Source: an optimization exercise on an open RTL-to-GDS flow (aim: small area). Production flows keep margins and buffers that such runs may drop. In this exercise RTL edits were held to simulation tests only and were not proved equivalent to the original.

// cpu
module cpu(
    input wire clk,
    input wire reset,
    output wire overflow_o,
    output wire zero_o,
    output wire if_id_flush_o,
    output wire stop_flag_o,
    output wire [31:0] instr_mem_address_o,
    output wire if_id_en_o,
    input wire [31:0] instr_mem_read_i,
    output wire [3:0] data_mem_we_o,
    output wire [31:0] data_mem_address_o,
    output wire [31:0] data_mem_write_o,
    input wire [31:0] data_mem_read_i
);
Settings: LEC_CHECK=0, CAP_MARGIN=25, CORE_MARGIN=2, CORE_UTILIZATION=45, CTS_CLUSTER_DIAMETER=120, CTS_CLUSTER_SIZE=20, SLEW_MARGIN=25, SYNTH_HIERARCHICAL=1, SYNTH_MINIMUM_KEEP_SIZE=0; clock period 30.0 ns.
run.sh (not shown) runs the stock make flow with config.mk's settings and CLKGATE_MAP_FILE= SYNTH_SCRIPT=/design/flow/synth_recipe.tcl, a recipe that flattens the netlist after the stock synthesis.
The baseline ran to the end with no violations.
==> next run, changes <==
--- a/flow/config.mk
+++ b/flow/config.mk
@@ -7,8 +7,8 @@
 export LEC_CHECK = 0
-export CAP_MARGIN = 25
+export CAP_MARGIN = 35
 export CORE_MARGIN = 2
 export CORE_UTILIZATION = 45
-export CTS_CLUSTER_DIAMETER = 120
-export CTS_CLUSTER_SIZE = 20
-export SLEW_MARGIN = 25
+export CTS_CLUSTER_DIAMETER = 100
+export CTS_CLUSTER_SIZE = 24
+export SLEW_MARGIN = 35
 export SYNTH_HIERARCHICAL = 1
Outcome: The changed run completed with no timing, DRC or antenna violations; register-to-register slack is better by 0.02 ns; global-route usage hardly moves; count of clock-buffer cells in the layout shrinks by 23; cell area barely changes; first-iteration DRC count shrinks by 2.1%; synthesized area is unchanged.

* * *

Another version of the RTL of cpu (not shown whole).
Size in the first run: ~1300 flip-flops, about 170 I/O pins, ~83000 um^2 of cells after synthesis.
clock: 30.0 ns
lec_check: 0
cap_margin: 35
core_margin: 2
core_utilization: 45
slew_margin: 35
synth_hierarchical: 1
synth_minimum_keep_size: 0
The baseline produced a clean layout.
Rerun with:
--- a/flow/config.mk
+++ b/flow/config.mk
@@ -8,5 +8,6 @@
 export CAP_MARGIN = 35
 export CORE_MARGIN = 2
-export CORE_UTILIZATION = 45
+export CORE_UTILIZATION = 50
+export CTS_BUF_LIST = sky130_fd_sc_hd__clkbuf_4 sky130_fd_sc_hd__clkbuf_8
 export SLEW_MARGIN = 35
 export SYNTH_HIERARCHICAL = 1
Effect:
- The new run finished clean
- final area goes down by 0.43%
- die area goes down by 9.9%
- worst setup slack is worse by 0.76 ns
- utilization goes up by 5.5 points
- fmax goes down by 2.6%
- worst hold slack is worse by 0.027 ns
- cell count goes down by 1.4%
- synthesized area does not change
- sequential share of layout area goes up by 0.16 points

* * *

Another version of the RTL of cpu (not shown whole).
Size in the first run: roughly 1,200 flip-flops, ~170 I/O pins, roughly 81,000 µm² of cells after synthesis.
==> flow/config.mk <==
export PLATFORM = sky130hd
export DESIGN_NAME = cpu
export DESIGN_NICKNAME = cpu
export VERILOG_FILES = /design/flow/design.v
export SDC_FILE = /design/flow/constraint.sdc
export NUM_CORES = 4
export LEC_CHECK = 0
export CAP_MARGIN = 35
export CORE_MARGIN = 2
export CORE_UTILIZATION = 45
export CTS_CLUSTER_DIAMETER = 100
export CTS_CLUSTER_SIZE = 24
export SLEW_MARGIN = 35
export SYNTH_HIERARCHICAL = 1
export SYNTH_MINIMUM_KEEP_SIZE = 0
==> flow/constraint.sdc <==
create_clock -name core_clock -period 30.0 [get_ports {clk}]
set_input_delay 6.0000 -clock core_clock [delete_from_list [all_inputs] [get_ports {clk}]]
set_output_delay 6.0000 -clock core_clock [all_outputs]
set_load 0.01 [all_outputs]
standard.sh (not shown) runs the stock make flow with config.mk's settings and CLKGATE_MAP_FILE= SYNTH_SCRIPT=/design/flow/synth_recipe.tcl, a recipe that flattens the netlist after the stock synthesis.
==> flow/flow/run.sh <==
#!/bin/bash
# The standard layout, with two changes:
# - the ports are buffered by the smallest buffer (sky130_fd_sc_hd__buf_1)
#   instead of sky130_fd_sc_hd__clkdlybuf4s50_1; every input and output port
#   still gets its own buffer;
# - after global routing, gates on paths with positive slack are downsized
#   (ORFS RECOVER_POWER).
set -e
export BUFFER_PORTS_ARGS="-buffer_cell sky130_fd_sc_hd__buf_1"
export RECOVER_POWER=100
bash standard.sh > standard.log 2>&1
The starting point finished but failed the layout checks on max-capacitance violations, max-slew violations.
Rerun with:
==> flow/flow/run.sh (replaced) <==
#!/bin/bash
# The standard layout, with the ports buffered by the smallest buffer
# (sky130_fd_sc_hd__buf_1) instead of sky130_fd_sc_hd__clkdlybuf4s50_1.
# Every input and output port still gets its own buffer.
set -e
export BUFFER_PORTS_ARGS="-buffer_cell sky130_fd_sc_hd__buf_1"
bash standard.sh > standard.log 2>&1
PLACE_DENSITY = 0.68   (was not set)
With this change the flow completed with no timing, DRC or antenna violations.
Die area is unchanged.
Flip-flop and latch count does not change.
Worst hold slack improves by 0.012 ns.
Area after synthesis is unchanged.
Utilization hardly moves.
Design area barely changes.
Clock skew decreases by 0.060 ns.
Non-clock buffer count decreases by 15.
Count of clock-buffer cells in the layout decreases by 1.
Rerun with:
==> flow/run.sh (new file) <==
#!/bin/bash
# synth_recipe.tcl (not shown) runs the flow's synth.tcl, then flattens the netlist and writes it again
# the make line also repeats each setting of config.mk as NAME=value (left out here)
make -C /OpenROAD-flow-scripts/flow DESIGN_CONFIG=/design/flow/config.mk WORK_HOME=/design/flow/orfs CLKGATE_MAP_FILE= SYNTH_SCRIPT=/design/flow/synth_recipe.tcl finish
PLACE_DENSITY = not set   (was 0.68)
removed: flow/flow/run.sh
removed: flow/standard.sh
The new run finished with timing, DRC and antenna clean.
Sequential cell count stays the same.
Sequential share of layout area decreases by 0.53 points.
Rerun with:
==> flow/flow/run.sh (new file) <==
#!/bin/bash
# The standard layout, with the ports buffered by the smallest buffer
# (sky130_fd_sc_hd__buf_1) instead of sky130_fd_sc_hd__clkdlybuf4s50_1.
# Every input and output port still gets its own buffer.
set -e
export BUFFER_PORTS_ARGS="-buffer_cell sky130_fd_sc_hd__buf_1"
bash standard.sh > standard.log 2>&1
==> flow/standard.sh (new file) <==
#!/bin/bash
# synth_recipe.tcl (not shown) runs the flow's synth.tcl, then flattens the netlist and writes it again
# the make line also repeats each setting of config.mk as NAME=value (left out here)
make -C /OpenROAD-flow-scripts/flow DESIGN_CONFIG=/design/flow/config.mk WORK_HOME=/design/flow/orfs CLKGATE_MAP_FILE= SYNTH_SCRIPT=/design/flow/synth_recipe.tcl "${@:-finish}"
PLACE_DENSITY = 0.75   (was not set)
removed: flow/run.sh
=> Core utilization shrinks by 0.49 points; cell area shrinks by 0.97%.
Rerun with:
PLACE_DENSITY = not set   (was 0.75)
The new run finished with timing, DRC and antenna clean.
Design area stays flat.
Final cell count drops by 0.32%.
First-iteration DRC count drops by 15%.
Utilization stays flat.
Wire length stays flat.
Die area is unchanged.
Critical path depth climbs by 1.

separate check: timing with driven ports:
No port has a modelled driver above. Below, the same layouts with a new extraction and two added sets of constraints.
Step 1 assumes that a clkbuf_16 drives the clock port and a buf_2 every other input.
Step 2 moves the port delays by t, midway between the first and last clock arrival at a register: inputs arrive t later, outputs are due t later. That takes back most of the time a late clock gives input paths.
Three values: ideal, step 1, step 2; two values: the first two.
| run | t, ns | setup slack, ns | worst setup path after step 2 | clock arrival spread, ns | cell pins on the clock port's net |
|---|---|---|---|---|---|
| the first run of note 1 | 0.798 | 2.151 / 2.128 / 2.128 | input to output | 0.045 / 0.044 | 1 |
| the second run of note 1 | 0.797 | 2.529 / 2.505 / 2.505 | input to output | 0.060 / 0.060 | 1 |
| the first run of note 2 | 0.882 | 2.119 / 2.095 / 2.095 | input to output | 0.042 / 0.042 | 1 |
| the second run of note 2 | 1.089 | 1.361 / 1.333 / 1.333 | input to output | 0.117 / 0.117 | 1 |
| the first run of note 3 | 0.815 | 2.352 / 2.325 / 2.325 | input to output | 0.116 / 0.116 | 1 |
| the second run of note 3 | 0.799 | 2.852 / 2.828 / 2.828 | input to output | 0.054 / 0.054 | 1 |
| the third run of note 3 | 0.841 | 2.430 / 2.400 / 2.400 | input to output | 0.053 / 0.054 | 1 |
| the fourth run of note 3 | 0.814 | 2.759 / 2.734 / 2.734 | input to output | 0.091 / 0.091 | 1 |
| the fifth run of note 3 | 0.818 | 2.964 / 2.936 / 2.936 | input to output | 0.121 / 0.122 | 1 |
For the third run of note 3, which loses most, drivers alone change the setup slack by -0.030 ns; drivers and shift together by -0.030 ns.
